Context: an optimization exercise on an open-source flow, tuned for a short achievable clock period and few clock cycles. The choices shown serve that exercise and are no tape-out recipe.
Function was checked by simulation only, so behaviour that the tests miss may differ from the original.
No activity file was given, so power comes from the tool's default toggle rates.

<file path="flow/config.mk">
export PLATFORM = sky130hd
export DESIGN_NAME = single_cycle_cpu
export DESIGN_NICKNAME = single_cycle_cpu
export VERILOG_FILES = /design/flow/design.v
export SDC_FILE = /design/flow/constraint.sdc
export NUM_CORES = 8
export LEC_CHECK = 0
export CAP_MARGIN = 40
export CORE_MARGIN = 2
export CORE_UTILIZATION = 50
export PLACE_DENSITY = 0.6
export SLEW_MARGIN = 60
export SYNTH_HIERARCHICAL = 1
export SYNTH_MINIMUM_KEEP_SIZE = 0
</file>
<file path="flow/flow/io.tcl">
# Port placement: the data memory bus on the top edge, the instruction
# memory bus on the bottom edge, clock (near the middle) and reset on the left edge.
set_io_pin_constraint -pin_names {dmem_addr[*] dmem_wdata[*] dmem_we dmem_rdata[*]} -region top:*
set_io_pin_constraint -pin_names {imem_addr[*] imem_rdata[*]} -region bottom:*
set_io_pin_constraint -pin_names {clk} -region left:270-310
set_io_pin_constraint -pin_names {rst} -region left:*
</file>
<file path="flow/flow/run.sh">
#!/bin/bash
set -euo pipefail
bash standard.sh ADDER_MAP_FILE= SETUP_SLACK_MARGIN=7 TNS_END_PERCENT=5 \
    "BUFFER_PORTS_ARGS=-buffer_cell sky130_fd_sc_hd__buf_4" \
    "IO_CONSTRAINTS=$PWD/flow/io.tcl" finish > run_make.log 2>&1
</file>
<file path="flow/constraint.sdc">
create_clock -name core_clock -period 11.0 [get_ports {clk}]
set_input_delay 2.2000 -clock core_clock [delete_from_list [all_inputs] [get_ports {clk}]]
set_output_delay 2.2000 -clock core_clock [all_outputs]
set_load 0.01 [all_outputs]
</file>
<file path="flow/design.v">
module pre_and #(
    parameter int N = 8,
    parameter int L = 3             
) (
    input  logic [N-1:0] x,
    output logic [N-1:0] y
);
    logic [N-1:0] t [0:L];
    always_comb begin
        t[0] = {x[N-2:0], 1'b1};
        for (int l = 0; l < L; l++)
            for (int i = 0; i < N; i++)
                t[l+1][i] = (i >= (1 << l)) ? (t[l][i] & t[l][i - (1 << l)]) : t[l][i];
    end
    assign y = t[L];
endmodule
module inc_add #(
    parameter int N = 62,
    parameter int L = 6             
) (
    input  logic [N-1:0] x,
    output logic [N-1:0] y
);
    logic [N-1:0] c;
    pre_and #(.N(N), .L(L)) u_c (.x(x), .y(c));
    assign y = x ^ c;
endmodule
module ks_add #(
    parameter int W = 64,
    parameter int L = 6             
) (
    input  logic [W-1:0] a,
    input  logic [W-1:0] b,
    input  logic         cin,
    output logic [W-1:0] s
);
    logic [W-1:0] g [0:L];
    logic [W-1:0] p [0:L];
    always_comb begin
        g[0] = a & b;
        p[0] = a ^ b;
        g[0][0] = (a[0] & b[0]) | ((a[0] ^ b[0]) & cin);
        for (int l = 0; l < L; l++)
            for (int i = 0; i < W; i++)
                if (i >= (1 << l)) begin
                    g[l+1][i] = g[l][i] | (p[l][i] & g[l][i - (1 << l)]);
                    p[l+1][i] = p[l][i] & p[l][i - (1 << l)];
                end else begin
                    g[l+1][i] = g[l][i];
                    p[l+1][i] = p[l][i];
                end
    end
    assign s = (a ^ b) ^ {g[L][W-2:0], cin};
endmodule
module sx_add #(
    parameter int W  = 64,
    parameter int K  = 13,
    parameter int LK = 4,           
    parameter int LH = 6            
) (
    input  logic [W-1:0] a,
    input  logic [K-1:0] b,
    output logic [W-1:0] s
);
    logic [K:0]     lo;
    logic [W-K-1:0] hi, up, dn, cu, cd;
    ks_add #(.W(K + 1), .L(LK)) u_lo (.a({1'b0, a[K-1:0]}), .b({1'b0, b}), .cin(1'b0), .s(lo));
    assign hi = a[W-1:K];
    pre_and #(.N(W - K), .L(LH)) u_cu (.x(hi), .y(cu));
    pre_and #(.N(W - K), .L(LH)) u_cd (.x(~hi), .y(cd));
    assign up = hi ^ cu;
    assign dn = hi ^ cd;
    wire c  = lo[K];
    wire sg = b[K-1];
    assign s = {(c == sg) ? hi : (c ? up : dn), lo[K-1:0]};
endmodule
module out_reg #(
    parameter int W = 32
) (
    input  logic         clk,
    input  logic [W-1:0] d,
    output logic [W-1:0] q
);
    always_ff @(posedge clk) q <= d;
endmodule
module late_sel #(
    parameter int W = 64
) (
    input  logic         s,
    input  logic         x,
    input  logic [W-1:0] a,
    input  logic [W-1:0] b,
    output logic [W-1:0] y
);
    assign y = s ? (a ^ {W{x}}) : b;
endmodule
module sum_zero #(
    parameter int W = 64
) (
    input  logic [W-1:0] a,
    input  logic [W-1:0] b,
    input  logic         cin,
    output logic         z
);
    assign z = ((a ^ b) == {a[W-2:0] | b[W-2:0], cin});
endmodule
module all_zero #(
    parameter int W = 64
) (
    input  logic [W-1:0] x,
    output logic         z
);
    assign z = (x == {W{1'b0}});
endmodule
module late_sel2 #(
    parameter int W = 64
) (
    input  logic         s1,
    input  logic         s0,
    input  logic         x,
    input  logic [W-1:0] a1,
    input  logic [W-1:0] a0,
    input  logic [W-1:0] b,
    output logic [W-1:0] y
);
    assign y = s1 ? (a1 ^ {W{x}}) : s0 ? (a0 ^ {W{x}}) : b;
endmodule
module single_cycle_cpu (
    input  logic        clk,
    input  logic        rst,
    output logic [31:0] imem_addr,
    input  logic [31:0] imem_rdata,
    output logic [31:0] dmem_addr,
    output logic [63:0] dmem_wdata,
    output logic        dmem_we,
    input  logic [63:0] dmem_rdata
);
    localparam int NB = 16;                
    logic [63:0]   pc_f;
    logic          v_d;
    logic [31:0]   ir_d;
    logic [63:0]   pc_d;
    logic [63:0]   pc4_d;        
    logic [13:0]   tlo_d;        
    logic          tsg_d;        
    logic [50:0]   hip_d, him_d;  
    wire  [63:0]   tgt = {(tlo_d[13] == tsg_d) ? pc_d[63:13] : (tlo_d[13] ? hip_d : him_d),
                          tlo_d[12:0]};
    logic [63:0]   ra_d, rb_d;   
    logic [NB-1:0] hv_d;         
    logic          hb_d;         
    logic          cf_d;         
    logic          pt_d;         
    logic          fold_d;       
    logic [9:0]    ft_d;         
    logic [9:0]    t_d;          
    logic          yv_d;         
    logic [31:0]   iry_d;
    logic          v_e, wr_e, we_e, br_e, cf_e, ld_e, pe_e, hb_e, lg_e, sub_e, orr_e;
    logic          ai_e, op_e, pr_e;
    logic [NB-1:0] hv_e;
    logic [4:0]    rd_e, rs1_e, rs2_e;
    logic [31:0]   ir_e;
    logic [63:0]   a_e, b_e, sd_e;
    logic [31:0]   ar_e;
    logic [63:0]   pc_e, tgt_e, ft_e;
    logic          wr_e1;
    logic [4:0]    rd_e1;
    logic [11:0]   imm_e1;
    logic          v_w, wr_w, br_w, cf_w, tk_w, hb_w, pr_w;
    logic [NB-1:0] hv_w;
    logic [4:0]    rd_w;
    logic [63:0]   w_res, pc_w, tgt_w, ft_w;
    logic          wr_w1;
    logic [4:0]    rd_w1;
    logic [63:0]   w_res1;
    logic [31:1]   wen_w, wen_w1;  
    logic          wr_x, wr_x1;    
    logic [4:0]    rd_x, rd_x1;
    logic [63:0]   x_res, x_res1;
    wire [NB-1:0]    bv, bbr, bcf, bfv, bpe, bpv;
    wire [NB*10-1:0] ba, bt, bf;
    wire [NB*17-1:0] bpy;         
    wire [NB*11-1:0] bnx;         
    wire           f_in = (pc_f[63:12] == 52'd0) && (pc_f[1:0] == 2'd0);
    logic [NB-1:0] fh;
    logic [9:0]    f_t, f_f;
    logic [16:0]   f_py;
    logic [10:0]   f_nx;
    always_comb begin
        f_t  = 10'd0;
        f_f  = 10'd0;
        f_py = 17'd0;
        f_nx = 11'd0;
        for (int i = 0; i < NB; i++) begin
            fh[i] = f_in && bv[i] && (ba[i*10 +: 10] == pc_f[11:2]);
            f_t  = f_t | (bt[i*10 +: 10] & {10{fh[i]}});
            f_f  = f_f | (bf[i*10 +: 10] & {10{fh[i]}});
            f_py = f_py | (bpy[i*17 +: 17] & {17{fh[i]}});
            f_nx = f_nx | (bnx[i*11 +: 11] & {11{fh[i]}});
        end
    end
    wire        f_hb   = |(fh & bbr);
    wire        f_cf   = |(fh & bcf);
    wire        f_pt   = |(fh & bpe);
    wire        f_fold = |(fh & bfv);
    wire        f_pv   = |(fh & bpv);
    wire [61:0] f_inc;
    inc_add #(.N(62), .L(6)) u_finc (.x(pc_f[63:2]), .y(f_inc));
    wire [13:0] tlo_f;
    wire [50:0] hcu, hcd;
    ks_add #(.W(14), .L(4)) u_tlo (.a({1'b0, pc_f[12:0]}),
        .b({1'b0, imem_rdata[31], imem_rdata[7], imem_rdata[30:25], imem_rdata[11:8], 1'b0}),
        .cin(1'b0), .s(tlo_f));
    pre_and #(.N(51), .L(6)) u_hcu (.x(pc_f[63:13]), .y(hcu));
    pre_and #(.N(51), .L(6)) u_hcd (.x(~pc_f[63:13]), .y(hcd));
    wire [63:0] f_next = {f_inc[61:11],
                          (|fh) ? f_nx : f_inc[10:0],
                          pc_f[1:0]};
    logic             rst_q;
    always_ff @(posedge clk) rst_q <= rst;
    wire [32*64-1:0]  rfv;
    assign rfv[63:0] = 64'd0;
    genvar g;
    for (g = 1; g < 32; g++) begin : rf
        logic [63:0] q;
        always_ff @(posedge clk) begin
            if (rst_q)
                q <= 64'd0;
            else if (wen_w1[g])
                q <= w_res1;
            else if (wen_w[g])
                q <= w_res;
        end
        assign rfv[g*64 +: 64] = q;
    end
    wire [63:0] ra_f  = rfv[imem_rdata[19:15]*64 +: 64];
    wire [63:0] rb_f  = rfv[imem_rdata[24:20]*64 +: 64];
    logic      st_p;
    wire       stall  = v_d && st_p;
    wire [6:0] op_f   = imem_rdata[6:0];
    wire [2:0] f3_f   = imem_rdata[14:12];
    wire       ld_f   = (op_f == 7'b0000011);
    wire       st_f   = (op_f == 7'b0100011);
    wire       ai_f   = (op_f == 7'b0010011);
    wire       op_rf  = (op_f == 7'b0110011);
    wire       br_f   = (op_f == 7'b1100011);
    logic      is_ld, is_st, is_ai, is_op, is_br, writes, lg, orr, sub, same;
    logic [11:0] imm_ls;      
    always_ff @(posedge clk) begin
        if (!stall) begin
            is_ld  <= ld_f;
            is_st  <= st_f;
            is_ai  <= ai_f;
            is_op  <= op_rf;
            is_br  <= br_f;
            writes <= (ld_f || ai_f || op_rf) && (imem_rdata[11:7] != 5'd0);
            lg     <= op_rf && (f3_f == 3'b111 || f3_f == 3'b110);    
            orr    <= (f3_f == 3'b110);
            sub    <= op_rf && (f3_f == 3'b000) && (imem_rdata[31:25] == 7'b0100000);
            same   <= (imem_rdata[19:15] == imem_rdata[24:20]);
            imm_ls <= st_f ? {imem_rdata[31:25], imem_rdata[11:7]} : imem_rdata[31:20];
        end
    end
    wire [4:0] rs1   = ir_d[19:15];
    wire [4:0] rs2   = ir_d[24:20];
    wire [4:0] rd    = ir_d[11:7];
    wire       y_wr  = (iry_d[11:7] != 5'd0);
    wire [4:0] rs1y  = iry_d[19:15];
    wire [4:0] rs2y  = iry_d[24:20];
    wire [4:0] rdy   = iry_d[11:7];
    wire [63:0] imm_i  = {{52{ir_d[31]}}, ir_d[31:20]};
    wire [63:0] imm_iy = {{52{iry_d[31]}}, iry_d[31:20]};
    logic [5:0] s_a, s_b;
    wire [4:0]  rs1_f  = imem_rdata[19:15];
    wire [4:0]  rs2_f  = imem_rdata[24:20];
    wire        ldst_f = ld_f || st_f;
    wire        wd     = v_d && writes;
    wire        wd1    = v_d && yv_d && y_wr;
    wire [5:0] fs_a  = {wd1 && (rdy == rs1_f), wd && (rd == rs1_f),
                        wr_e1 && (rd_e1 == rs1_f), wr_e && (rd_e == rs1_f),
                        wr_w1 && (rd_w1 == rs1_f), wr_w && (rd_w == rs1_f)};
    wire [5:0] fs_b  = {wd1 && (rdy == rs2_f), wd && (rd == rs2_f),
                        wr_e1 && (rd_e1 == rs2_f), wr_e && (rd_e == rs2_f),
                        wr_w1 && (rd_w1 == rs2_f), wr_w && (rd_w == rs2_f)};
    wire [5:0] hs_a  = {2'b00, wr_e1 && (rd_e1 == rs1),  wr_e && (rd_e == rs1),  2'b00};
    wire [5:0] hs_b  = {2'b00, wr_e1 && (rd_e1 == rs2),  wr_e && (rd_e == rs2),  2'b00};
    always_ff @(posedge clk) begin
        if (!stall) begin
            s_a  <= fs_a;
            s_b  <= fs_b;
            st_p <= ldst_f && ((wd && (rd == rs1_f)) || (wd1 && (rdy == rs1_f)));
        end else begin
            s_a  <= hs_a;
            s_b  <= hs_b;
            st_p <= 1'b0;
        end
    end
    wire [63:0] a_c  = s_a[3]  ? w_res1 : s_a[2]  ? w_res : s_a[1]  ? x_res1 : s_a[0]  ? x_res : ra_d;
    wire [63:0] b_c  = s_b[3]  ? w_res1 : s_b[2]  ? w_res : s_b[1]  ? x_res1 : s_b[0]  ? x_res : rb_d;
    logic [63:0] e_res, e_res1;
    logic [63:0] e_oth, sum;
    wire        e_sum  = !ld_e && !lg_e;
    wire [63:0] r_a  = s_a[4]  ? e_oth : a_c;
    wire [63:0] r_b  = s_b[4]  ? e_oth : b_c;
    wire [63:0] a_nx, sd_nx, b_nx;
    late_sel #(.W(64)) u_fa (.s(!s_a[5] && s_a[4] && e_sum), .x(1'b0), .a(sum),
        .b(s_a[5] ? e_res1 : r_a), .y(a_nx));
    late_sel #(.W(64)) u_fs (.s(!s_b[5] && s_b[4] && e_sum), .x(1'b0), .a(sum),
        .b(s_b[5] ? e_res1 : r_b), .y(sd_nx));
    wire [63:0] b_ot  = is_ai ? imm_i : r_b;
    late_sel #(.W(64)) u_fb (.s(!is_ai && !s_b[5] && s_b[4] && e_sum), .x(sub), .a(sum),
        .b((!is_ai && s_b[5]) ? (e_res1 ^ {64{sub}}) : (b_ot ^ {64{sub}})), .y(b_nx));
    wire [31:0] ar_nx;
    sx_add #(.W(32), .K(12), .LK(4), .LH(5)) u_agu (.a(a_c[31:0]), .b(imm_ls), .s(ar_nx));
    wire [63:0] ft      = fold_d ? {52'd0, ft_d, 2'd0} : pc4_d;
    wire        d_taken = is_br && (hb_d ? pt_d : same);
    wire        dir_d = cf_d ? pt_d : d_taken;
    wire        d_redir = v_d && !stall && (dir_d != pt_d);
    wire [63:0] d_rpc   = pt_d ? ft : (cf_d ? {52'd0, t_d, 2'd0} : tgt);
    wire [63:0] bb_e = b_e;
    ks_add #(.W(64), .L(6)) u_alu (.a(a_e), .b(bb_e), .cin(sub_e), .s(sum));
    wire [63:0] lgc  = orr_e ? (a_e | b_e) : (a_e & b_e);
    assign e_oth = ld_e ? dmem_rdata : lgc;
    late_sel #(.W(64)) u_er (.s(e_sum), .x(1'b0), .a(sum), .b(e_oth), .y(e_res));
    assign e_res1 = {{52{imm_e1[11]}}, imm_e1};
    wire z_s, z_l, z_m, eq_e;
    sum_zero #(.W(64)) u_zse (.a(a_e), .b(bb_e), .cin(sub_e), .z(z_s));
    all_zero #(.W(64)) u_zle (.x(lgc), .z(z_l));
    all_zero #(.W(64)) u_zme (.x(dmem_rdata), .z(z_m));
    all_zero #(.W(64)) u_eqe (.x(a_e ^ b_e), .z(eq_e));
    wire z_x  = ld_e ? z_m : (lg_e ? z_l : z_s);
    wire z_x1 = (imm_e1 == 12'd0);
    wire        take  = cf_e ? (pr_e ? z_x1 : z_x) : eq_e;
    wire        mis   = (br_e || cf_e) && (take != pe_e);
    wire [63:0] e_rpc = pe_e ? ft_e : tgt_e;
    assign dmem_addr  = ar_e;
    assign dmem_wdata = sd_e;
    assign dmem_we    = we_e;
    wire go = v_d && !stall && !mis;
    wire [63:0] pc_nx;
    late_sel #(.W(64)) u_pce (.s(mis && !rst), .x(1'b0), .a(e_rpc),
        .b(rst ? 64'd0 : d_redir ? d_rpc : stall ? pc_f : f_next), .y(pc_nx));
    always_ff @(posedge clk) pc_f <= pc_nx;
    out_reg #(.W(32)) u_imem_addr (.clk(clk), .d(pc_nx[31:0]), .q(imem_addr));
    always_ff @(posedge clk) begin
        if (rst)
            v_d <= 1'b0;
        else if (mis || d_redir)
            v_d <= 1'b0;
        else if (!stall)
            v_d <= 1'b1;
        if (!stall) begin
            ir_d   <= imem_rdata;
            pc_d   <= pc_f;
            pc4_d  <= {f_inc, pc_f[1:0]};
            tlo_d  <= tlo_f;
            tsg_d  <= imem_rdata[31];
            hip_d  <= pc_f[63:13] ^ hcu;
            him_d  <= pc_f[63:13] ^ hcd;
            ra_d   <= rst_q ? 64'd0 : ra_f;
            rb_d   <= rst_q ? 64'd0 : rb_f;
            hv_d   <= fh;
            hb_d   <= f_hb;
            cf_d   <= f_cf;
            pt_d   <= f_pt;
            fold_d <= f_fold;
            ft_d   <= f_f;
            t_d    <= f_t;
            yv_d   <= f_pv;
            iry_d  <= {f_py[16:5], 5'd0, 3'b000, f_py[4:0], 7'b0010011};
        end else begin
            ra_d   <= a_c;
            rb_d   <= b_c;
        end
    end
    always_ff @(posedge clk) begin
        if (rst) begin
            v_e   <= 1'b0;
            wr_e  <= 1'b0;
            we_e  <= 1'b0;
            br_e  <= 1'b0;
            cf_e  <= 1'b0;
            pr_e  <= 1'b0;
            wr_e1 <= 1'b0;
        end else begin
            v_e   <= go;
            wr_e  <= go && writes;
            we_e  <= go && is_st;
            br_e  <= go && is_br;
            cf_e  <= go && cf_d;
            pr_e  <= go && yv_d;
            wr_e1 <= go && yv_d && y_wr;
        end
        ld_e   <= is_ld;
        lg_e   <= lg;
        orr_e  <= orr;
        sub_e  <= sub;
        ai_e   <= is_ai;
        op_e   <= is_op;
        rd_e   <= rd;
        rs1_e  <= rs1;
        rs2_e  <= rs2;
        ir_e   <= ir_d;
        a_e    <= a_nx;
        b_e    <= b_nx;
        sd_e   <= sd_nx;
        ar_e   <= ar_nx;
        pe_e   <= dir_d;
        hv_e   <= hv_d;
        hb_e   <= hb_d;
        pc_e   <= pc_d;
        tgt_e  <= cf_d ? {52'd0, t_d, 2'd0} : tgt;
        ft_e   <= ft;
        rd_e1  <= rdy;
        imm_e1 <= iry_d[31:20];
    end
    always_ff @(posedge clk) begin
        if (rst) begin
            v_w   <= 1'b0;
            wr_w  <= 1'b0;
            br_w  <= 1'b0;
            cf_w  <= 1'b0;
            pr_w  <= 1'b0;
            wr_x  <= 1'b0;
            wr_w1 <= 1'b0;
            wr_x1 <= 1'b0;
        end else begin
            v_w   <= v_e;
            wr_w  <= wr_e;
            br_w  <= br_e;
            cf_w  <= cf_e;
            pr_w  <= pr_e;
            wr_x  <= wr_w;
            wr_w1 <= wr_e1;
            wr_x1 <= wr_w1;
        end
        w_res  <= e_res;
        w_res1 <= e_res1;
        for (int i = 1; i < 32; i++) begin
            wen_w[i]  <= !rst && wr_e && (rd_e == i);
            wen_w1[i] <= !rst && wr_e1 && (rd_e1 == i);
        end
        rd_w   <= rd_e;
        rd_w1  <= rd_e1;
        tk_w   <= take;
        hv_w   <= hv_e;
        hb_w   <= hb_e;
        pc_w   <= pc_e;
        tgt_w  <= tgt_e;
        ft_w   <= ft_e;
        x_res  <= w_res;
        rd_x   <= rd_w;
        x_res1 <= w_res1;
        rd_x1  <= rd_w1;
    end
    localparam logic [2:0] K_BR = 3'd0, K_UF = 3'd1, K_DF = 3'd2, K_CF = 3'd3, K_PR = 3'd4;
    wire in_w   = (pc_w[63:12] == 52'd0) && (pc_w[1:0] == 2'd0);
    wire in_e   = (pc_e[63:12] == 52'd0) && (pc_e[1:0] == 2'd0);
    wire in_tw  = (tgt_w[63:12] == 52'd0) && (tgt_w[1:0] == 2'd0);
    wire in_te  = (tgt_e[63:12] == 52'd0) && (tgt_e[1:0] == 2'd0);
    wire seq_ew = v_w && in_w && in_e && (pc_w[11:2] + 10'd1 == pc_e[11:2]);
    wire same_e = (rs1_e == rs2_e);
    logic        q_br, q_uc, q_df, q_ncf, q_seq, q_cfb, q_cfx, q_prx, q_pry;
    logic        q_seq2, q_cfb1, q_cfx1, q_ufp;
    logic [9:0]  q_aw, q_tw, q_te, q_pe1;
    logic [31:0] q_y;
    always_ff @(posedge clk) begin
        if (rst) begin
            q_br  <= 1'b0;
            q_uc  <= 1'b0;
            q_cfb <= 1'b0;
            q_pry <= 1'b0;
            q_cfb1 <= 1'b0;
        end else begin
            q_br  <= br_w && tk_w && !hb_w && in_w && in_tw;
            q_uc  <= br_e && same_e && in_te;
            q_cfb <= br_e && !same_e && in_te && (pc_e[11:2] != 10'h3ff) &&
                     ((rs1_e == rd_w && rs2_e == 5'd0) || (rs2_e == rd_w && rs1_e == 5'd0));
            q_cfb1 <= br_e && !same_e && in_te && (pc_e[11:2] != 10'h3ff) &&
                      ((rs1_e == rd_w1 && rs2_e == 5'd0) || (rs2_e == rd_w1 && rs1_e == 5'd0));
            q_pry <= v_e && !pr_e && ai_e && (rs1_e == 5'd0) && (hv_e == '0);
        end
        q_df  <= cf_w && (ft_w == pc_e);
        q_ncf <= !cf_w;
        q_seq <= seq_ew;
        q_cfx <= !br_w && !cf_w && !pr_w && wr_w;
        q_prx <= !br_w && !cf_w && !pr_w && (hv_w == '0);
        q_seq2 <= v_w && in_w && in_e && (pc_w[11:2] + 10'd2 == pc_e[11:2]);
        q_cfx1 <= pr_w && !cf_w && wr_w1;
        q_ufp  <= pr_w && !cf_w;
        q_aw  <= pc_w[11:2];
        q_tw  <= tgt_w[11:2];
        q_te  <= tgt_e[11:2];
        q_pe1 <= pc_e[11:2] + 10'd1;
        q_y   <= ir_e;
    end
    wire rq_br = q_br;
    wire rq_df = q_uc && q_df;
    wire rq_uf = q_uc && ((q_ncf && q_seq) || (q_ufp && q_seq2));
    wire rq_cf = (q_cfb && q_seq && q_cfx) || (q_cfb1 && q_seq2 && q_cfx1);
    wire rq_pr = q_pry && q_seq && q_prx;
    logic        rq_v;
    logic [2:0]  rq_k;
    logic [9:0]  rq_a, rq_t, rq_f;
    logic [31:0] rq_y;
    logic        rq_p;        
    always_ff @(posedge clk) begin
        if (rst)
            rq_v <= 1'b0;
        else
            rq_v <= rq_br || rq_uf || rq_df || rq_cf || rq_pr;
        rq_a <= q_aw;
        if (rq_br) begin
            rq_k <= K_BR;
            rq_t <= q_tw;
        end else begin
            rq_k <= rq_cf ? K_CF : rq_df ? K_DF : rq_uf ? K_UF : K_PR;
            rq_t <= q_te;
        end
        rq_f <= rq_cf ? q_pe1 : q_te;
        rq_y <= q_y;
        rq_p <= !(q_cfb && q_seq && q_cfx) && !(q_ncf && q_seq);
    end
    logic [NB-1:0] rm, rm_nx;
    logic [NB-1:0] vp;         
    logic [NB-1:0] usedb;        
    always_ff @(posedge clk) begin
        if (rst)
            usedb <= '0;
        else
            usedb <= (usedb & ~(vp & {NB{!alloc}})) | fh;
    end
    wire rq_hit = |rm;
    wire alloc  = rq_v && !rq_hit && (rq_k != K_DF) && !(rq_p && (rq_k == K_CF || rq_k == K_UF));
    wire same_a = (rq_a == q_aw);
    always_comb
        for (int i = 0; i < NB; i++)
            rm_nx[i] = (bv[i] && (ba[i*10 +: 10] == q_aw) && !(alloc && vp[i])) ||
                       (alloc && vp[i] && same_a);
    always_ff @(posedge clk) rm <= rm_nx;
    always_ff @(posedge clk) begin
        if (rst)
            vp <= {{(NB-1){1'b0}}, 1'b1};
        else if (alloc || |(vp & usedb))
            vp <= {vp[NB-2:0], vp[NB-1]};
    end
    wire upd_en = br_w || cf_w;
    for (g = 0; g < NB; g++) begin : btb
        logic        v, br, cf, fv, pv;
        logic [9:0]  a, t, f;
        logic [16:0] py;
        logic        h;           
        logic [3:0]  pht;         
        logic [3:0]  lc, lt;      
        logic        lq;          
        assign bv[g]          = v;
        assign bbr[g]         = br;
        assign bcf[g]         = cf;
        assign bfv[g]         = fv;
        assign bpv[g]         = pv;
        assign ba[g*10 +: 10] = a;
        assign bt[g*10 +: 10] = t;
        assign bf[g*10 +: 10] = f;
        assign bpy[g*17 +: 17] = py;
        wire        iw  = upd_en && hv_w[g];
        wire [3:0]  c1  = iw ? (tk_w ? 4'd0 : lc + 4'd1) : lc;
        wire        wt  = iw && tk_w;
        wire [3:0]  lte = wt ? lc : lt;
        wire        lqe = wt ? (lc == lt) : lq;
        wire        he  = iw ? tk_w : h;
        assign bpe[g] = (br || cf) && (lqe ? (c1 == lte) : (he ? pht[3] : pht[1]));
        assign bnx[g*11 +: 11] = bpe[g] ? {1'b0, t} : fv ? {1'b0, f} :
                                 pv ? {1'b0, a} + 11'd2 : {1'b0, a} + 11'd1;
        wire mine = rq_v && rm[g];
        wire newe = alloc && vp[g];
        always_ff @(posedge clk) begin
            if (rst) begin
                v <= 1'b0;
            end else begin
                if (upd_en && hv_w[g] && (br || cf)) begin
                    h <= tk_w;
                    if (h) begin
                        if (tk_w)
                            pht[3:2] <= (pht[3:2] == 2'd3) ? 2'd3 : pht[3:2] + 2'd1;
                        else
                            pht[3:2] <= (pht[3:2] == 2'd0) ? 2'd0 : pht[3:2] - 2'd1;
                    end else begin
                        if (tk_w)
                            pht[1:0] <= (pht[1:0] == 2'd3) ? 2'd3 : pht[1:0] + 2'd1;
                        else
                            pht[1:0] <= (pht[1:0] == 2'd0) ? 2'd0 : pht[1:0] - 2'd1;
                    end
                    if (tk_w) begin
                        lq <= (lc == lt);
                        lt <= lc;
                        lc <= 4'd0;
                    end else if (lc == 4'd15) begin
                        lq <= 1'b0;
                    end else begin
                        lc <= lc + 4'd1;
                    end
                end
                if ((mine || newe) && rq_k == K_BR) begin
                    br  <= 1'b1;
                    cf  <= 1'b0;
                    pv  <= 1'b0;
                    t   <= rq_t;
                    h   <= 1'b1;
                    pht <= 4'b1011;
                    lc  <= 4'd0;
                    lt  <= 4'd0;
                    lq  <= 1'b0;
                end
                if (((mine && !cf && (pv == rq_p)) || newe) && rq_k == K_UF) begin
                    fv <= 1'b1;
                    f  <= rq_f;
                end
                if (mine && cf && rq_k == K_DF)
                    f <= rq_f;
                if ((newe || (mine && pv && !cf && rq_p)) && rq_k == K_CF) begin
                    cf  <= 1'b1;
                    t   <= rq_t;
                    fv  <= 1'b1;
                    f   <= rq_f;
                    h   <= 1'b0;
                    pht <= 4'b0101;
                    lc  <= 4'd0;
                    lt  <= 4'd0;
                    lq  <= 1'b0;
                end
                if (((mine && !br && !cf && !fv) || newe) && rq_k == K_PR) begin
                    pv <= 1'b1;
                    py <= {rq_y[31:20], rq_y[11:7]};
                end
                if (newe) begin
                    v  <= 1'b1;
                    a  <= rq_a;
                    pv <= (rq_k == K_PR);
                    if (rq_k != K_BR)
                        br <= 1'b0;
                    if (rq_k == K_BR || rq_k == K_PR)
                        fv <= 1'b0;
                    if (rq_k == K_UF || rq_k == K_PR)
                        cf <= 1'b0;
                end
            end
        end
    end
endmodule
</file>
<file path="flow/standard.sh">
#!/bin/bash
# synth_recipe.tcl (not shown) runs the flow's synth.tcl, then flattens the netlist and writes it again
# the make line also repeats each setting of config.mk as NAME=value (left out here)
make -C /OpenROAD-flow-scripts/flow DESIGN_CONFIG=/design/flow/config.mk WORK_HOME=/design/flow/orfs CLKGATE_MAP_FILE= SYNTH_SCRIPT=/design/flow/synth_recipe.tcl "${@:-finish}"
</file>
==> impl_metrics.csv, run 1 <==
group,metric,value,unit
sta,fin_skew,0.06675,ns
sta,finalHoldViolations,0,
floorplan,ios,227,
clocking,cts_buffers,538,
clocking,clock_latency,1.11,ns
finish,final_layout_size_suffix_gt1_share,19.87,%
placed_design,placement.io_buffers,226,
clocking,clk_path_buf_depth,4,
finish,nFillCells,40760,
clocking,cts.sinks,4695,
pwr,p_leak,104.8,nW
clocking,htree_levels,6,
min_path,holdPathStages,0,
global_route,grt_remaining_overflow,0,
global_route,grt_pass1_vias,195900,
min_path,hp-class,"flop to flop",
critical_path,critPathLaunchType,"flop",
critical_path,worst_path_max_delay_cell,"buf_8",
floorplan,core,486500,um^2
logic_synthesis,syn_avg_cell_area,10.07,um^2
sta,slew_viol_final,0,
finish,nNetsFinal,23920,
floorplan,die_h,703.4,um
sta,post-route-period-util,39.55,%
sta,max_slew_margin,51.78,%
global_route,groute.usage.overall,46.17,%
critical_path,r2r_start,"pc_f[58]",
finish,multiInputGateArea,130800,um^2
pwr,total_power,39.71,mW
sta,setup_viol,0,
routing,drc,0,
routing,drtPass1Iterations,12,
clocking,cts_root_buf,"clkbuf_16",
min_path,min_to,"pc_e[4]",
routing,drt_iter0_markers,37660,
logic_synthesis,yosysWarningCount,23,
clocking,path_clk_slew,0.06,ns
critical_path,timing.rr.end,"t_d[5]",
run,maxCapViolCount,0,
floorplan,die-area,494800,um^2
critical_path,path_class,"flop to flop",
sta,clock.fmax,0.2299,GHz
critical_path,cp-end-kind,"flop",
finish,ff_latch_area,108400,um^2
pwr,p_per_area,139.9,nW/um^2
global_route,grt_max_degree,84,
routing,vias,217300,
critical_path,ff2ff_path_depth,12,
critical_path,cp.arrival,5.15,ns
clocking,hold_buffers,0,
sta,tns,0,ns
logic_synthesis,syn_area,244600,um^2
placed_design,dp_hpwl,773900,um
global_route,grt_pass1_wl,1607000,um
min_path,worstHoldStart,"pc_d[4]",
run_status,outcome,"finished clean",
floorplan,initial_core_util,50.27,%
routing,drt-vias-per-instance,7.057,
routing,ant_nets,0,
critical_path,cp_cell_sequence,"nor4_4, nand4_1, nor4_4, buf_6, buf_12, nand2_1, buf_4, inv_2, buf_8, a22o_1, a221oi_1, nand4_1",
critical_path,ff2ff_setup_slack,6.65,ns
finish,syn2layout_area_growth,16.04,%
global_route,antenna_found_initial,109,
floorplan,die_width,703.4,um
placed_design,place_congestion,1.083,
routing,finalWirelength,1189000,um
pwr,ir_drop,180.2,uV
logic_synthesis,netlist_instances,24290,
sta,rsz0062_at_grt,"yes",
critical_path,crit_fanout,43,
sta,worst_pin_slew,0.7233,ns
critical_path,critPathMaxStageDelay,0.47,ns
floorplan,rows,256,
sta,finalCriticalPeriod,4.351,ns
critical_path,required,11.80,ns
routing,wire_per_inst,38.63,um
clocking,cts_tree,"done",
layer usage:
layer | part of all wire, % | wire, um | track usage (%)
met1 | 38 | 449500 | 61.27
met2 | 39 | 461500 | 61.08
met3 | 17 | 198100 | 22.44
met4 | 6.6 | 78340 | 24.76
met5 | 0.15 | 1733 | 0.9126
report_power, final:
part	switching, mW	internal (mW)
Combinational	1.81	0.882
Clock	7.96	10.7
Sequential	0.332	18.0
Total	10.1	29.6
cells in the final DEF (no fill, tap or decap), drive strengths merged, types with 792 or more instances in the layout:
master,instances
nor2,3398
dfxtp,3319
a211oi,1826
nor2b,1809
edfxtp,1376
a21oi,1312
buf,1283
mux4,1152
xnor2,1094
nand2,861
clkbuf,792
state kept, by name (all words and copies together), names as in the netlist, 160 cells and up:
name    flops
btb.a     160
btb.f     160
btb.py    272
btb.t     160
rf.q     1984
worst max-delay path by stage:
stage / cells past startpoint / startpoint / slack [ns] / end
final: 12 / pc_f[58] / 6.65 / t_d[5]
after detailed placement: 16 / dmem_rdata[51] / 5.03 / u_imem_addr.q[24]
after CTS: 12 / b_e[23] / 6.83 / w_res[50]
after floorplan: 14 / dmem_rdata[55] / 6.88 / pc_f[13]
after global routing: 21 / orr_e / 6.71 / pc_f[20]
after global placement: 14 / dmem_rdata[23] / 4.01 / pc_f[36]
critical path, delay by kind of cell (launching register included):
family	cells	cell delay, ns
buffers and inverters	5	1.27
DFF	1	0.45
AOI/OAI and AO/OA	2	0.54
and+or+nand+nor	5	1.74
cell type report:
class                           count  area share, %
Multi-Input combinational cell  16930          46.09
Sequential cell                  4695          38.19
Timing Repair Buffer             1327          6.014
Clock buffer                      769          5.514
Tap cell                         6450          2.843
Clock inverter                    201         0.8213
Inverter                          333         0.4580
Antenna cell                       84        0.07406
repair_timing:
item / CTS / global route
pin swaps: 86 / 82
resized for setup: 427 / 165
endpoints found under the setup margin: 654 / 499
gates cloned: 29 / 14
setup buffers: 107 / 49
through the flow:
step                      setup slack (ns)  utilization [%]  hold slack [ns]  instance area [um^2]  std cells
final                                6.649            58.34           0.3264                283800      30790
after global routing                 6.709            58.30           0.3155                283700      30720
after CTS                            6.829            57.68           0.3203                280700      30580
after detailed placement             5.033            53.27           0.3132                259200      29480
after global placement               4.007            51.51           0.3125                250600      29200
after floorplan                      6.878                -           0.3096                245600      24300
Testbench counts, summed over its fixed seeds: cycles 97,783.
==> inputs of run 2 (changes only) <==
--- a/flow/config.mk
+++ b/flow/config.mk
@@ -5,10 +5,10 @@
 export SDC_FILE = /design/flow/constraint.sdc
 export NUM_CORES = 8
 export LEC_CHECK = 0
-export CAP_MARGIN = 40
+export CAP_MARGIN = 50
 export CORE_MARGIN = 2
 export CORE_UTILIZATION = 50
 export PLACE_DENSITY = 0.6
-export SLEW_MARGIN = 60
+export SLEW_MARGIN = 75
 export SYNTH_HIERARCHICAL = 1
 export SYNTH_MINIMUM_KEEP_SIZE = 0
==> run 2 against run 1 <==
  * Fmax down 2.5%
  * Clock power about the same
  * Synthesized area unchanged
  * Clock-buffer cell count up 31
  * Global-route usage up 0.73 points
  * Highest routed layer unchanged
  * Still clean
  * Final cell count up 3.2%
  * Largest cell class unchanged
  * Critical path depth up 12
  * Critical endpoint is now pc_f[33]
  * Via count up 2.3%
  * First-iteration DRC count down 0.66%
  * Sequential power about the same
  * Clock skew down 0.0037 ns
==> impl_metrics.csv, run 2 <==
group,metric,value,unit
clocking,cts.sinks,4695,
floorplan,core,486500,um^2
routing,drt-vias-per-instance,6.998,
finish,nNetsFinal,24900,
critical_path,cp-end-kind,"flop",
logic_synthesis,yosysWarningCount,23,
finish,syn2layout_area_growth,23.65,%
clocking,htree_levels,6,
routing,drtPass1Iterations,10,
run,maxCapViolCount,0,
clocking,cts_tree,"done",
floorplan,rows,256,
finish,final_area,302400,um^2
floorplan,ios,227,
pwr,p_per_area,132.0,nW/um^2
clocking,cts_buffers,538,
routing,vias,222300,
pwr,ir_drop,193.5,uV
sta,rsz0062_at_grt,"yes",
global_route,groute.usage.overall,46.91,%
global_route,grt_pass1_vias,203400,
logic_synthesis,syn_avg_cell_area,10.07,um^2
critical_path,ff2ff_setup_slack,6.54,ns
pwr,p_leak,112.4,nW
clocking,clk_path_buf_depth,4,
logic_synthesis,syn_area,244600,um^2
critical_path,cp.arrival,5.49,ns
sta,fin_skew,0.06304,ns
floorplan,die_width,703.4,um
clocking,path_clk_slew,0.06,ns
floorplan,die-area,494800,um^2
routing,drt_iter0_markers,37410,
global_route,antenna_found_initial,109,
sta,finalCriticalPeriod,4.463,ns
finish,final_cell_mix,"nor2_1, dfxtp_1, a211oi_1",
critical_path,crit_fanout,8,
min_path,hp-class,"flop to flop",
sta,slew_viol_final,0,
finish,top_regs,"rf.q x1984, btb.py x272",
placed_design,placement.io_buffers,226,
finish,largest_reg_flops,1984,
placed_design,place_congestion,1.083,
floorplan,die_h,703.4,um
sta,setup_viol,0,
routing,finalWirelength,1203000,um
global_route,grt_remaining_overflow,0,
placed_design,place_area,278000,um^2
run_status,outcome,"finished clean",
critical_path,path_class,"flop to flop",
sta,tns,0,ns
sta,finalHoldViolations,0,
routing,drc,0,
critical_path,critPathLaunchType,"flop",
finish,top_register,"rf.q",
sta,post-route-period-util,40.57,%
routing,ant_nets,0,
global_route,grt_pass1_wl,1640000,um
clocking,clock_latency,1.13,ns
routing,wire_per_inst,37.87,um
clocking,cts_root_buf,"clkbuf_16",
finish,final_layout_size_suffix_gt1_share,24.97,%
finish,final_common_cell,"nor2_1",
global_route,grt_max_degree,65,
placed_design,dp_hpwl,861900,um
sta,clock.fmax,0.2241,GHz
critical_path,required,12.03,ns
floorplan,initial_core_util,50.27,%
logic_synthesis,netlist_instances,24290,
[run 2: timing repair]
item | 4_1_cts | 5_1_grt
endpoints found under the setup margin | 291 | 279
buffers inserted | 118 | 25
gates cloned | 33 | 6
endpoints found under the hold margin | 0 | 0
hold buffers | 0 | 0
resized for setup | 293 | 56
pin swaps | 86 | 33
[run 2: cell type report]
cell class | instances | area [um^2]
antenna | 77 | 192.7
clock inverter | 182 | 2216
clock buffer | 800 | 15770
fill | 38760 | 184100
timing repair buffer | 2308 | 31120
tap | 6450 | 8070
multi-input combinational | 16920 | 135100
sequential | 4695 | 108700
inverter | 333 | 1300
[run 2: where the power goes]
| group | switching, mW | internal (mW) | total [mW] |
|---|---|---|---|
| Sequential | 0.283 | 18.0 | 18.3 |
| Clock | 8.02 | 10.6 | 18.6 |
| Combinational | 1.92 | 1.12 | 3.05 |
[run 2: worst paths after layout]
path                                 from        end  cells past startpoint
worst min-delay path            iry_d[21]  imm_e1[1]                      0
worst max register to register      orr_e   pc_f[33]                     24
worst max-delay path                orr_e   pc_f[33]                     24
worst min register to register  iry_d[21]  imm_e1[1]                      0
[run 2: metal layers]
metal | GRT usage, % | wire length, um
met4 | 26.78 | 86580
met3 | 23.28 | 201900
met2 | 61.91 | 464000
met1 | 61.35 | 448600
met5 | 1.777 | 2165
[run 2: through the flow]
| step | util, % | worst slack, ns | power [mW] | instances | hold WS (ns) |
|---|---|---|---|---|---|
| floorplan | - | 6.878 | 19.89 | 24300 | 0.3096 |
| global placement | 51.51 | 4.007 | 20.86 | 29200 | 0.3125 |
| detailed placement | 57.14 | 5.307 | 21.30 | 30420 | 0.3120 |
| CTS | 61.49 | 6.772 | 39.61 | 31550 | 0.3218 |
| global route | 62.13 | 6.557 | 40.54 | 31710 | 0.3196 |
| finish | 62.16 | 6.537 | 39.92 | 31770 | 0.3230 |
[run 2: critical path, cell delays in order (launching register included)]
cell and delay (ns):
dfxtp_4 0.38, buf_8 0.15, buf_16 0.16, buf_16 0.16, maj3_2 0.40, nor4_2 0.29, nand4_1 0.25, nor4_4 0.34
mux2i_1 0.17, nor2_1 0.20, a21oi_4 0.09, buf_6 0.17, nor2_4 0.12, a41oi_2 0.06, a21oi_2 0.17, buf_6 0.14
xnor2_2 0.07, nor2_2 0.12, and2_4 0.19, buf_6 0.14, buf_12 0.16, buf_12 0.11, buf_16 0.14, nor2_1 0.05
a21oi_1 0.13
==> inputs of run 3 (changes only) <==
--- a/flow/design.v
+++ b/flow/design.v
@@ -125,6 +125,25 @@
 );
     assign y = s1 ? (a1 ^ {W{x}}) : s0 ? (a0 ^ {W{x}}) : b;
 endmodule
+module reg_dec (
+    input  logic [4:0]  x,
+    output logic [31:1] y
+);
+    always_comb
+        for (int i = 1; i < 32; i++)
+            y[i] = (x == i);
+endmodule
+module reg_pick (
+    input  logic [31*64-1:0] d,        
+    input  logic [31:1]      s,
+    output logic [63:0]      q
+);
+    always_comb begin
+        q = 64'd0;
+        for (int i = 1; i < 32; i++)
+            q = q | (d[(i-1)*64 +: 64] & {64{s[i]}});
+    end
+endmodule
 module single_cycle_cpu (
     input  logic        clk,
     input  logic        rst,
@@ -141,6 +160,7 @@
     logic [31:0]   ir_d;
     logic [63:0]   pc_d;
     logic [63:0]   pc4_d;        
+    logic          in4_d;        
     logic [13:0]   tlo_d;        
     logic          tsg_d;        
     logic [50:0]   hip_d, him_d;  
@@ -164,6 +184,7 @@
     logic [63:0]   a_e, b_e, sd_e;
     logic [31:0]   ar_e;
     logic [63:0]   pc_e, tgt_e, ft_e;
+    logic          inft_e, intgt_e;
     logic          wr_e1;
     logic [4:0]    rd_e1;
     logic [11:0]   imm_e1;
@@ -182,7 +203,7 @@
     wire [NB*10-1:0] ba, bt, bf;
     wire [NB*17-1:0] bpy;         
     wire [NB*11-1:0] bnx;         
-    wire           f_in = (pc_f[63:12] == 52'd0) && (pc_f[1:0] == 2'd0);
+    logic          f_in;
     logic [NB-1:0] fh;
     logic [9:0]    f_t, f_f;
     logic [16:0]   f_py;
@@ -234,8 +255,12 @@
         end
         assign rfv[g*64 +: 64] = q;
     end
-    wire [63:0] ra_f  = rfv[imem_rdata[19:15]*64 +: 64];
-    wire [63:0] rb_f  = rfv[imem_rdata[24:20]*64 +: 64];
+    wire [31:1] sel_ra, sel_rb;
+    wire [63:0] ra_f, rb_f;
+    reg_dec  u_dra (.x(imem_rdata[19:15]), .y(sel_ra));
+    reg_dec  u_drb (.x(imem_rdata[24:20]), .y(sel_rb));
+    reg_pick u_pra (.d(rfv[32*64-1:64]), .s(sel_ra), .q(ra_f));
+    reg_pick u_prb (.d(rfv[32*64-1:64]), .s(sel_rb), .q(rb_f));
     logic      st_p;
     wire       stall  = v_d && st_p;
     wire [6:0] op_f   = imem_rdata[6:0];
@@ -314,6 +339,8 @@
     wire [31:0] ar_nx;
     sx_add #(.W(32), .K(12), .LK(4), .LH(5)) u_agu (.a(a_c[31:0]), .b(imm_ls), .s(ar_nx));
     wire [63:0] ft      = fold_d ? {52'd0, ft_d, 2'd0} : pc4_d;
+    wire        inft_d  = fold_d || in4_d;
+    wire        intgt_d = (tgt[63:12] == 52'd0) && (tgt[1:0] == 2'd0);
     wire        d_taken = is_br && (hb_d ? pt_d : same);
     wire        dir_d = cf_d ? pt_d : d_taken;
     wire        d_redir = v_d && !stall && (dir_d != pt_d);
@@ -342,6 +369,10 @@
     late_sel #(.W(64)) u_pce (.s(mis && !rst), .x(1'b0), .a(e_rpc),
         .b(rst ? 64'd0 : d_redir ? d_rpc : stall ? pc_f : f_next), .y(pc_nx));
     always_ff @(posedge clk) pc_f <= pc_nx;
+    wire in_fn = (|fh) ? !f_nx[10] : (f_in && (pc_f[11:2] != 10'h3ff));
+    wire in_dr = pt_d ? inft_d : (cf_d || intgt_d);
+    always_ff @(posedge clk)
+        f_in <= rst || (mis ? (pe_e ? inft_e : intgt_e) : d_redir ? in_dr : stall ? f_in : in_fn);
     out_reg #(.W(32)) u_imem_addr (.clk(clk), .d(pc_nx[31:0]), .q(imem_addr));
     always_ff @(posedge clk) begin
         if (rst)
@@ -354,6 +385,7 @@
             ir_d   <= imem_rdata;
             pc_d   <= pc_f;
             pc4_d  <= {f_inc, pc_f[1:0]};
+            in4_d  <= f_in && (pc_f[11:2] != 10'h3ff);
             tlo_d  <= tlo_f;
             tsg_d  <= imem_rdata[31];
             hip_d  <= pc_f[63:13] ^ hcu;
@@ -412,6 +444,8 @@
         pc_e   <= pc_d;
         tgt_e  <= cf_d ? {52'd0, t_d, 2'd0} : tgt;
         ft_e   <= ft;
+        inft_e  <= inft_d;
+        intgt_e <= cf_d || intgt_d;
         rd_e1  <= rdy;
         imm_e1 <= iry_d[31:20];
     end
--- a/flow/config.mk
+++ b/flow/config.mk
@@ -5,10 +5,10 @@
 export SDC_FILE = /design/flow/constraint.sdc
 export NUM_CORES = 8
 export LEC_CHECK = 0
-export CAP_MARGIN = 50
+export CAP_MARGIN = 30
 export CORE_MARGIN = 2
 export CORE_UTILIZATION = 50
 export PLACE_DENSITY = 0.6
-export SLEW_MARGIN = 75
+export SLEW_MARGIN = 30
 export SYNTH_HIERARCHICAL = 1
 export SYNTH_MINIMUM_KEEP_SIZE = 0
==> run 3 against run 2 <==
  * Total power is 1.6% lower
  * Non-clock buffer count is 1198 lower
  * Highest routed layer unchanged
  * Clock-buffer cell count is 20 lower
  * Sequential power hardly changed
  * Still clean on timing, DRC and antenna
  * Global-route usage is 2.0 points higher
  * Synthesized area is 2.4% lower
  * Wire length is 2.7% higher
  * Register-to-register slack worse by 0.08 ns
  * Die area is 2.4% lower
  * Worst hold slack better by 0.0021 ns
==> impl_metrics.csv, run 3 <==
group,metric,value,unit
clocking,path_clk_slew,0.06,ns
floorplan,core,475100,um^2
critical_path,critPathMaxStageDelay,0.84,ns
critical_path,required,11.99,ns
global_route,antenna_found_initial,153,
global_route,grt_max_degree,152,
run,maxCapViolCount,0,
global_route,grt_remaining_overflow,0,
sta,post-route-period-util,41.63,%
finish,final_layout_size_suffix_gt1_share,12.20,%
global_route,grt_pass1_vias,203900,
finish,top_register,"rf.q",
sta,slew_viol_final,0,
global_route,use_met2,62.82,%
routing,drc,0,
floorplan,rows,253,
sta,finalHoldViolations,0,
routing,wire_per_inst,38.37,um
floorplan,die_width,694.9,um
global_route,met3_usage,22.01,%
finish,final_cell_mix,"nor2_1, dfxtp_1, nor2b_1",
critical_path,worst_path_max_delay_cell,"nor2_4",
pwr,p_leak,99.44,nW
critical_path,crit_fanout,28,
sta,fin_skew,0.07677,ns
placed_design,place_area,244700,um^2
floorplan,die-area,482900,um^2
sta,hold_slack,0.3251,ns
global_route,busiest_layer,"met1",
routing,finalWirelength,1236000,um
logic_synthesis,yosysWarningCount,25,
clocking,cts_root_buf,"clkbuf_16",
critical_path,path_common_cell,"buf_4",
floorplan,die_h,694.9,um
clocking,cts_buffers,537,
sta,setup_viol,0,
clocking,clk_path_buf_depth,4,
finish,final_area,268800,um^2
min_path,hp-class,"flop to flop",
pwr,total_power,39.26,mW
finish,syn2layout_area_growth,12.64,%
routing,drt_iter0_markers,44550,
placed_design,dp_hpwl,808400,um
clocking,cts.sinks,4699,
clocking,cts_tree,"done",
sta,clock.fmax,0.2184,GHz
critical_path,cp_cell_sequence,"buf_4, or3b_4, nor2_4, buf_4, a22oi_1, nand4_1, or4_1, nand3b_1, o21ai_0",
logic_synthesis,syn_avg_cell_area,9.166,um^2
placed_design,placement.io_buffers,226,
routing,vias,229700,
critical_path,cp.arrival,5.56,ns
routing,drtPass1Iterations,14,
pwr,p_per_area,146.1,nW/um^2
sta,worst_pin_slew,1.285,ns
finish,final_common_cell,"nor2_1",
clocking,htree_levels,6,
global_route,grt_pass1_wl,1678000,um
sta,rsz0062_at_grt,"yes",
clocking,clock_latency,1.12,ns
logic_synthesis,syn_area,238700,um^2
finish,top_regs,"rf.q x1984, btb.py x272",
run_status,outcome,"finished clean",
routing,drt-vias-per-instance,7.131,
clocking,hold_buffers,0,
floorplan,ios,227,
finish,largest_reg_flops,1984,
critical_path,critPathLaunchType,"input port",
finish,utilization,56.57,%
routing,ant_nets,0,
critical_path,path_class,"input port to flop",
sta,finalCriticalPeriod,4.579,ns
pwr,ir_drop,173.9,uV
logic_synthesis,netlist_instances,26040,
sta,tns,0,ns
floorplan,initial_core_util,50.23,%
sta,max_slew_margin,13.42,%
finish,nNetsFinal,25300,
global_route,met1_usage,65.13,%
global_route,groute.usage.overall,48.90,%
critical_path,cp-end-kind,"flop",
placed_design,place_congestion,1.114,
## run 3: final timing paths
| check | from | to | slack [ns] | cells past startpoint |
|---|---|---|---|---|
| worst max register to register | pc_f[7] | pc_f[4] | 6.46 | 17 |
| worst max-delay path | imem_rdata[17] | ra_d[26] | 6.42 | 9 |
| worst min register to register | hb_e | hb_w | 0.33 | 0 |
| worst min-delay path | hb_e | hb_w | 0.33 | 0 |
## run 3: stage by stage
step                      cells  setup WS [ns]
after floorplan           26050          6.881
after global placement    30810          4.878
after detailed placement  30810          4.982
after CTS                 31960          6.729
after global routing      32110          6.513
final                     32210          6.421
## run 3: report_power, final
part / leakage, nW / internal, mW / total (mW) / switching (mW)
clock: 8.92 / 10.7 / 18.8 / 8.03
combinational: 50.2 / 0.617 / 2.25 / 1.64
sequential: 40.3 / 18.0 / 18.2 / 0.255
## run 3: metal layers
metal	wire, um	vias up
met2	458700	20360
met5	933	-
met3	202600	4674
met1	471600	111500
met4	102300	102
li1	-	93090
## run 3: worst max-delay path: cells and delay by family
| family | cells | cell delay [ns] |
|---|---|---|
| and+or+nand+nor | 5 | 2.00 |
| buffers and inverters | 2 | 0.93 |
| AOI/OAI and AO/OA | 2 | 0.28 |
## run 3: area by class of cell
type / instances / area, um^2
Inverter: 356 / 1386
Clock inverter: 191 / 2302
Sequential cell: 4699 / 108300
Timing Repair Buffer: 1110 / 10150
Tap cell: 6375 / 7976
Fill cell: 42100 / 206300
Clock buffer: 780 / 15920
Antenna cell: 207 / 518.0
Multi-Input combinational cell: 18490 / 122300
## run 3: repair_timing
action / 4_1_cts / 5_1_grt
cloned: 31 / 6
gates resized for setup: 475 / 140
endpoints found under the hold margin: 0 / 0
setup buffers: 146 / 24
pin swaps: 91 / 52
endpoints found under the setup margin: 872 / 776
Testbench counts of run 3, summed over its fixed seeds: cycles 97,783.
==> inputs of run 4 (changes only) <==
--- a/flow/design.v
+++ b/flow/design.v
@@ -125,25 +125,6 @@
 );
     assign y = s1 ? (a1 ^ {W{x}}) : s0 ? (a0 ^ {W{x}}) : b;
 endmodule
-module reg_dec (
-    input  logic [4:0]  x,
-    output logic [31:1] y
-);
-    always_comb
-        for (int i = 1; i < 32; i++)
-            y[i] = (x == i);
-endmodule
-module reg_pick (
-    input  logic [31*64-1:0] d,        
-    input  logic [31:1]      s,
-    output logic [63:0]      q
-);
-    always_comb begin
-        q = 64'd0;
-        for (int i = 1; i < 32; i++)
-            q = q | (d[(i-1)*64 +: 64] & {64{s[i]}});
-    end
-endmodule
 module single_cycle_cpu (
     input  logic        clk,
     input  logic        rst,
@@ -160,7 +141,6 @@
     logic [31:0]   ir_d;
     logic [63:0]   pc_d;
     logic [63:0]   pc4_d;        
-    logic          in4_d;        
     logic [13:0]   tlo_d;        
     logic          tsg_d;        
     logic [50:0]   hip_d, him_d;  
@@ -184,7 +164,6 @@
     logic [63:0]   a_e, b_e, sd_e;
     logic [31:0]   ar_e;
     logic [63:0]   pc_e, tgt_e, ft_e;
-    logic          inft_e, intgt_e;
     logic          wr_e1;
     logic [4:0]    rd_e1;
     logic [11:0]   imm_e1;
@@ -203,7 +182,7 @@
     wire [NB*10-1:0] ba, bt, bf;
     wire [NB*17-1:0] bpy;         
     wire [NB*11-1:0] bnx;         
-    logic          f_in;
+    wire           f_in = (pc_f[63:12] == 52'd0) && (pc_f[1:0] == 2'd0);
     logic [NB-1:0] fh;
     logic [9:0]    f_t, f_f;
     logic [16:0]   f_py;
@@ -255,12 +234,8 @@
         end
         assign rfv[g*64 +: 64] = q;
     end
-    wire [31:1] sel_ra, sel_rb;
-    wire [63:0] ra_f, rb_f;
-    reg_dec  u_dra (.x(imem_rdata[19:15]), .y(sel_ra));
-    reg_dec  u_drb (.x(imem_rdata[24:20]), .y(sel_rb));
-    reg_pick u_pra (.d(rfv[32*64-1:64]), .s(sel_ra), .q(ra_f));
-    reg_pick u_prb (.d(rfv[32*64-1:64]), .s(sel_rb), .q(rb_f));
+    wire [63:0] ra_f  = rfv[imem_rdata[19:15]*64 +: 64];
+    wire [63:0] rb_f  = rfv[imem_rdata[24:20]*64 +: 64];
     logic      st_p;
     wire       stall  = v_d && st_p;
     wire [6:0] op_f   = imem_rdata[6:0];
@@ -339,8 +314,6 @@
     wire [31:0] ar_nx;
     sx_add #(.W(32), .K(12), .LK(4), .LH(5)) u_agu (.a(a_c[31:0]), .b(imm_ls), .s(ar_nx));
     wire [63:0] ft      = fold_d ? {52'd0, ft_d, 2'd0} : pc4_d;
-    wire        inft_d  = fold_d || in4_d;
-    wire        intgt_d = (tgt[63:12] == 52'd0) && (tgt[1:0] == 2'd0);
     wire        d_taken = is_br && (hb_d ? pt_d : same);
     wire        dir_d = cf_d ? pt_d : d_taken;
     wire        d_redir = v_d && !stall && (dir_d != pt_d);
@@ -369,10 +342,6 @@
     late_sel #(.W(64)) u_pce (.s(mis && !rst), .x(1'b0), .a(e_rpc),
         .b(rst ? 64'd0 : d_redir ? d_rpc : stall ? pc_f : f_next), .y(pc_nx));
     always_ff @(posedge clk) pc_f <= pc_nx;
-    wire in_fn = (|fh) ? !f_nx[10] : (f_in && (pc_f[11:2] != 10'h3ff));
-    wire in_dr = pt_d ? inft_d : (cf_d || intgt_d);
-    always_ff @(posedge clk)
-        f_in <= rst || (mis ? (pe_e ? inft_e : intgt_e) : d_redir ? in_dr : stall ? f_in : in_fn);
     out_reg #(.W(32)) u_imem_addr (.clk(clk), .d(pc_nx[31:0]), .q(imem_addr));
     always_ff @(posedge clk) begin
         if (rst)
@@ -385,7 +354,6 @@
             ir_d   <= imem_rdata;
             pc_d   <= pc_f;
             pc4_d  <= {f_inc, pc_f[1:0]};
-            in4_d  <= f_in && (pc_f[11:2] != 10'h3ff);
             tlo_d  <= tlo_f;
             tsg_d  <= imem_rdata[31];
             hip_d  <= pc_f[63:13] ^ hcu;
@@ -444,8 +412,6 @@
         pc_e   <= pc_d;
         tgt_e  <= cf_d ? {52'd0, t_d, 2'd0} : tgt;
         ft_e   <= ft;
-        inft_e  <= inft_d;
-        intgt_e <= cf_d || intgt_d;
         rd_e1  <= rdy;
         imm_e1 <= iry_d[31:20];
     end
@@ -568,10 +534,31 @@
     wire rq_hit = |rm;
     wire alloc  = rq_v && !rq_hit && (rq_k != K_DF) && !(rq_p && (rq_k == K_CF || rq_k == K_UF));
     wire same_a = (rq_a == q_aw);
+    logic [NB-1:0] p_m, p_n;           
+    logic [2:0]    p_k;
+    logic [9:0]    p_a, p_t, p_f;
+    logic [31:0]   p_y;
+    logic          p_p;
+    always_ff @(posedge clk) begin
+        if (rst) begin
+            p_m <= '0;
+            p_n <= '0;
+        end else begin
+            p_m <= rq_v ? rm : '0;
+            p_n <= alloc ? vp : '0;
+        end
+        p_k <= rq_k;
+        p_a <= rq_a;
+        p_t <= rq_t;
+        p_f <= rq_f;
+        p_y <= rq_y;
+        p_p <= rq_p;
+    end
+    wire same_p = (p_a == q_aw);
     always_comb
         for (int i = 0; i < NB; i++)
-            rm_nx[i] = (bv[i] && (ba[i*10 +: 10] == q_aw) && !(alloc && vp[i])) ||
-                       (alloc && vp[i] && same_a);
+            rm_nx[i] = (bv[i] && (ba[i*10 +: 10] == q_aw) && !(alloc && vp[i]) && !p_n[i]) ||
+                       (alloc && vp[i] && same_a) || (p_n[i] && same_p);
     always_ff @(posedge clk) rm <= rm_nx;
     always_ff @(posedge clk) begin
         if (rst)
@@ -606,8 +593,8 @@
         assign bpe[g] = (br || cf) && (lqe ? (c1 == lte) : (he ? pht[3] : pht[1]));
         assign bnx[g*11 +: 11] = bpe[g] ? {1'b0, t} : fv ? {1'b0, f} :
                                  pv ? {1'b0, a} + 11'd2 : {1'b0, a} + 11'd1;
-        wire mine = rq_v && rm[g];
-        wire newe = alloc && vp[g];
+        wire mine = p_m[g];
+        wire newe = p_n[g];
         always_ff @(posedge clk) begin
             if (rst) begin
                 v <= 1'b0;
@@ -635,47 +622,47 @@
                         lc <= lc + 4'd1;
                     end
                 end
-                if ((mine || newe) && rq_k == K_BR) begin
+                if ((mine || newe) && p_k == K_BR) begin
                     br  <= 1'b1;
                     cf  <= 1'b0;
                     pv  <= 1'b0;
-                    t   <= rq_t;
+                    t   <= p_t;
                     h   <= 1'b1;
                     pht <= 4'b1011;
                     lc  <= 4'd0;
                     lt  <= 4'd0;
                     lq  <= 1'b0;
                 end
-                if (((mine && !cf && (pv == rq_p)) || newe) && rq_k == K_UF) begin
+                if (((mine && !cf && (pv == p_p)) || newe) && p_k == K_UF) begin
                     fv <= 1'b1;
-                    f  <= rq_f;
+                    f  <= p_f;
                 end
-                if (mine && cf && rq_k == K_DF)
-                    f <= rq_f;
-                if ((newe || (mine && pv && !cf && rq_p)) && rq_k == K_CF) begin
+                if (mine && cf && p_k == K_DF)
+                    f <= p_f;
+                if ((newe || (mine && pv && !cf && p_p)) && p_k == K_CF) begin
                     cf  <= 1'b1;
-                    t   <= rq_t;
+                    t   <= p_t;
                     fv  <= 1'b1;
-                    f   <= rq_f;
+                    f   <= p_f;
                     h   <= 1'b0;
                     pht <= 4'b0101;
                     lc  <= 4'd0;
                     lt  <= 4'd0;
                     lq  <= 1'b0;
                 end
-                if (((mine && !br && !cf && !fv) || newe) && rq_k == K_PR) begin
+                if (((mine && !br && !cf && !fv) || newe) && p_k == K_PR) begin
                     pv <= 1'b1;
-                    py <= {rq_y[31:20], rq_y[11:7]};
+                    py <= {p_y[31:20], p_y[11:7]};
                 end
                 if (newe) begin
                     v  <= 1'b1;
-                    a  <= rq_a;
-                    pv <= (rq_k == K_PR);
-                    if (rq_k != K_BR)
+                    a  <= p_a;
+                    pv <= (p_k == K_PR);
+                    if (p_k != K_BR)
                         br <= 1'b0;
-                    if (rq_k == K_BR || rq_k == K_PR)
+                    if (p_k == K_BR || p_k == K_PR)
                         fv <= 1'b0;
-                    if (rq_k == K_UF || rq_k == K_PR)
+                    if (p_k == K_UF || p_k == K_PR)
                         cf <= 1'b0;
                 end
             end
==> run 4 against run 3 <==
  * Via count fell by 5.4%
  * Total power is 2.1% higher
  * Register-to-register slack got worse by 0.07 ns
  * Die area rose by 3.6%
  * Setup slack got worse by 0.030 ns
  * First-iteration DRC count decreased by 17%
  * Synthesized area is 3.6% higher
  * Critical path type is now flop to flop
==> impl_metrics.csv, run 4 <==
group,metric,value,unit
run_status,outcome,"finished clean",
clocking,htree_levels,6,
sta,setup_slack,6.391,ns
sta,tns,0,ns
finish,nNetsFinal,23940,
routing,drt-vias-per-instance,7.034,
critical_path,critPathMaxStageDelay,0.80,ns
logic_synthesis,netlist_instances,24550,
pwr,p_int,29.91,mW
critical_path,crit_cells,10,
critical_path,path_class,"flop to flop",
pwr,p_leak,103.0,nW
finish,syn2layout_area_growth,12.60,%
sta,clock.fmax,0.2170,GHz
critical_path,critPathLaunchType,"flop",
floorplan,initial_core_util,50.15,%
clocking,clk_path_buf_depth,4,
sta,setup_viol,0,
sta,max_slew_margin,13.32,%
logic_synthesis,yosysWarningCount,23,
global_route,grt_remaining_overflow,0,
routing,finalWirelength,1206000,um
global_route,grt_pass1_wl,1628000,um
finish,final_layout_size_suffix_gt1_share,17.72,%
finish,utilization,56.47,%
clocking,path_clk_slew,0.06,ns
critical_path,cp_num_buf_inv,1,
clocking,hold_buffers,0,
sta,slew_viol_final,0,
clocking,cts_root_buf,"clkbuf_16",
global_route,antenna_found_initial,123,
clocking,cts_tree,"done",
critical_path,required,11.93,ns
finish,largest_reg_flops,1984,
clocking,cts_buffers,542,
floorplan,die_width,707.1,um
pwr,seqPwrFrac,46.4,%
global_route,grt_pass1_vias,196900,
min_path,holdPathStages,0,
routing,ant_nets,0,
pwr,ir_drop,183.3,uV
floorplan,die-area,500000,um^2
floorplan,die_h,707.1,um
placed_design,pre_cts_ws,4.430,ns
pwr,swShare,25.39,%
clocking,clock_latency,1.12,ns
critical_path,cp_cell_sequence,"and2_2, buf_4, a21oi_4, nor2_1, a21oi_1, o21ai_0, o21ai_0, xnor2_1, nor2_1, a21oi_1",
finish,top_regs,"rf.q x1984, btb.py x272",
pwr,total_power,40.09,mW
placed_design,place_congestion,1.055,
logic_synthesis,syn_avg_cell_area,10.07,um^2
placed_design,placement.io_buffers,226,
sta,worst_pin_slew,1.300,ns
routing,drt_iter0_markers,37140,
critical_path,cp-end-kind,"flop",
finish,final_common_cell,"nor2_1",
finish,top_register,"rf.q",
floorplan,core,492900,um^2
clocking,cts.sinks,4778,
critical_path,cp.arrival,5.54,ns
sta,finalHoldViolations,0,
critical_path,crit_family,"compound AO/OA/AOI/OAI gates",
sta,fin_skew,0.07995,ns
global_route,grt_max_degree,110,
routing,vias,217300,
logic_synthesis,syn_area,247200,um^2
run,maxCapViolCount,0,
critical_path,crit_fanout,21,
finish,final_cell_mix,"nor2_1, dfxtp_1, a211oi_1",
routing,wire_per_inst,39.04,um
global_route,groute.usage.overall,46.22,%
pwr,pwr-share-clk,47.2,%
routing,drtPass1Iterations,12,
pwr,power_frac_comb,6.4,%
floorplan,rows,258,
routing,drc,0,
min_path,hp-class,"flop to flop",
sta,post-route-period-util,41.90,%
sta,finalCriticalPeriod,4.609,ns
critical_path,worst_path_max_delay_cell,"and2_2",
pwr,power_switching,10.18,mW
pwr,p_per_area,144.0,nW/um^2
critical_path,ff2ff_path_depth,10,
floorplan,ios,227,
placed_design,dp_hpwl,768900,um
sta,rsz0062_at_grt,"yes",
-- run 4: cell types whose count changed in the layout (fill, tap and decap cells not counted), sizes merged, moves of 99 or more --
cell | previous run | this run
mux2 | 188 | 323
nand2 | 927 | 812
nand3b | 139 | 4
diode | 207 | 108
and3 | 135 | 239
a221oi | 258 | 117
nand3 | 457 | 217
or4 | 151 | 24
nor3 | 281 | 178
a222oi | 141 | 13
mux4 | 0 | 1152
nand4 | 496 | 235
a22oi | 1752 | 225
o22ai | 37 | 146
-- run 4: layer usage --
| layer | vias to the layer above | track usage [%] | wire length [um] |
|---|---|---|---|
| li1 | 87470 | - | - |
| met1 | 107900 | 62.09 | 459700 |
| met2 | 17980 | 61.67 | 469400 |
| met3 | 3879 | 19.99 | 193600 |
| met4 | 82 | 25.99 | 81890 |
| met5 | - | 0.3461 | 1328 |
-- run 4: power by group through the flow --
stage | registers [mW] | logic [mW] | clock network (mW)
floorplan | 18.8 | 1.42 | 0
global placement | 19.0 | 2.25 | 0
detailed placement | 19.0 | 2.27 | 0
CTS | 18.6 | 2.36 | 18.9
global route | 18.6 | 2.58 | 19.6
finish | 18.6 | 2.56 | 18.9
-- run 4: worst paths after layout --
kind	start	end	slack, ns
setup / recovery	w_res1[11]	b_e[29]	6.39
hold / removal	iry_d[24]	imm_e1[4]	0.32
setup reg to reg	w_res1[11]	b_e[29]	6.39
hold reg to reg	iry_d[24]	imm_e1[4]	0.32
-- run 4: cell type report --
| type | count | area [um^2] |
|---|---|---|
| Tap cell | 6500 | 8133 |
| Fill cell | 42420 | 214600 |
| Clock inverter | 207 | 2550 |
| Sequential cell | 4778 | 110000 |
| Multi-Input combinational cell | 17050 | 129900 |
| Inverter | 382 | 1459 |
| Clock buffer | 775 | 15650 |
| Antenna cell | 108 | 270.3 |
| Timing Repair Buffer | 1096 | 10440 |
-- run 4: metrics by stage --
step,std cells,instance area [um^2],hold slack (ns)
after floorplan,24560,248200,0.3096
after global placement,29590,253900,0.3107
after detailed placement,29600,254400,0.3121
after CTS,30690,276000,0.2794
after global routing,30830,278200,0.2902
final,30890,278300,0.3169
-- run 4: what timing repair did --
action                                  CTS  global route
setup buffers                            82            79
pin swaps                                51            87
endpoints found under the setup margin  778           686
resized for setup                       535           246
cloned                                   24            12
Testbench counts of run 4, summed over its fixed seeds: cycles 97,954.

afterwards: timing with drivers on the ports:
In the flow no input, the clock included, has a driving cell. The finished layouts below were timed again as built, in two steps.
Step 1 sets driving cells, clkbuf_16 on the clock port and buf_2 on the other inputs (assumed; they add their load-dependent delay and slew).
Step 2 moves the port delays by t, midway between the first and last clock arrival at a register: inputs arrive t later, outputs are due t later. That takes back most of the time a late clock gives input paths.
a / b / c = no drivers / after step 1 / after step 2; a / b = the first two.
| run | t, ns | setup WS [ns] | worst hold slack (ns) | worst setup path after step 2 | cell pins on the clock port's net |
|---|---|---|---|---|---|
| run 1 | 1.175 | 6.649 / 6.500 / 5.325 | 0.326 / 0.326 / 0.326 | input to register | 1 |
| run 2 | 1.195 | 6.537 / 6.537 / 5.376 | 0.323 / 0.323 / 0.323 | input to register | 1 |
| run 3 | 1.179 | 6.421 / 6.208 / 5.029 | 0.325 / 0.325 / 0.325 | input to register | 1 |
| run 4 | 1.170 | 6.391 / 6.347 / 5.177 | 0.317 / 0.317 / 0.317 | input to register | 1 |
After both steps every run listed still meets setup and hold. The setup slack of run 3, which loses most, moves by -0.213 ns with the drivers and by -1.392 ns with both steps.
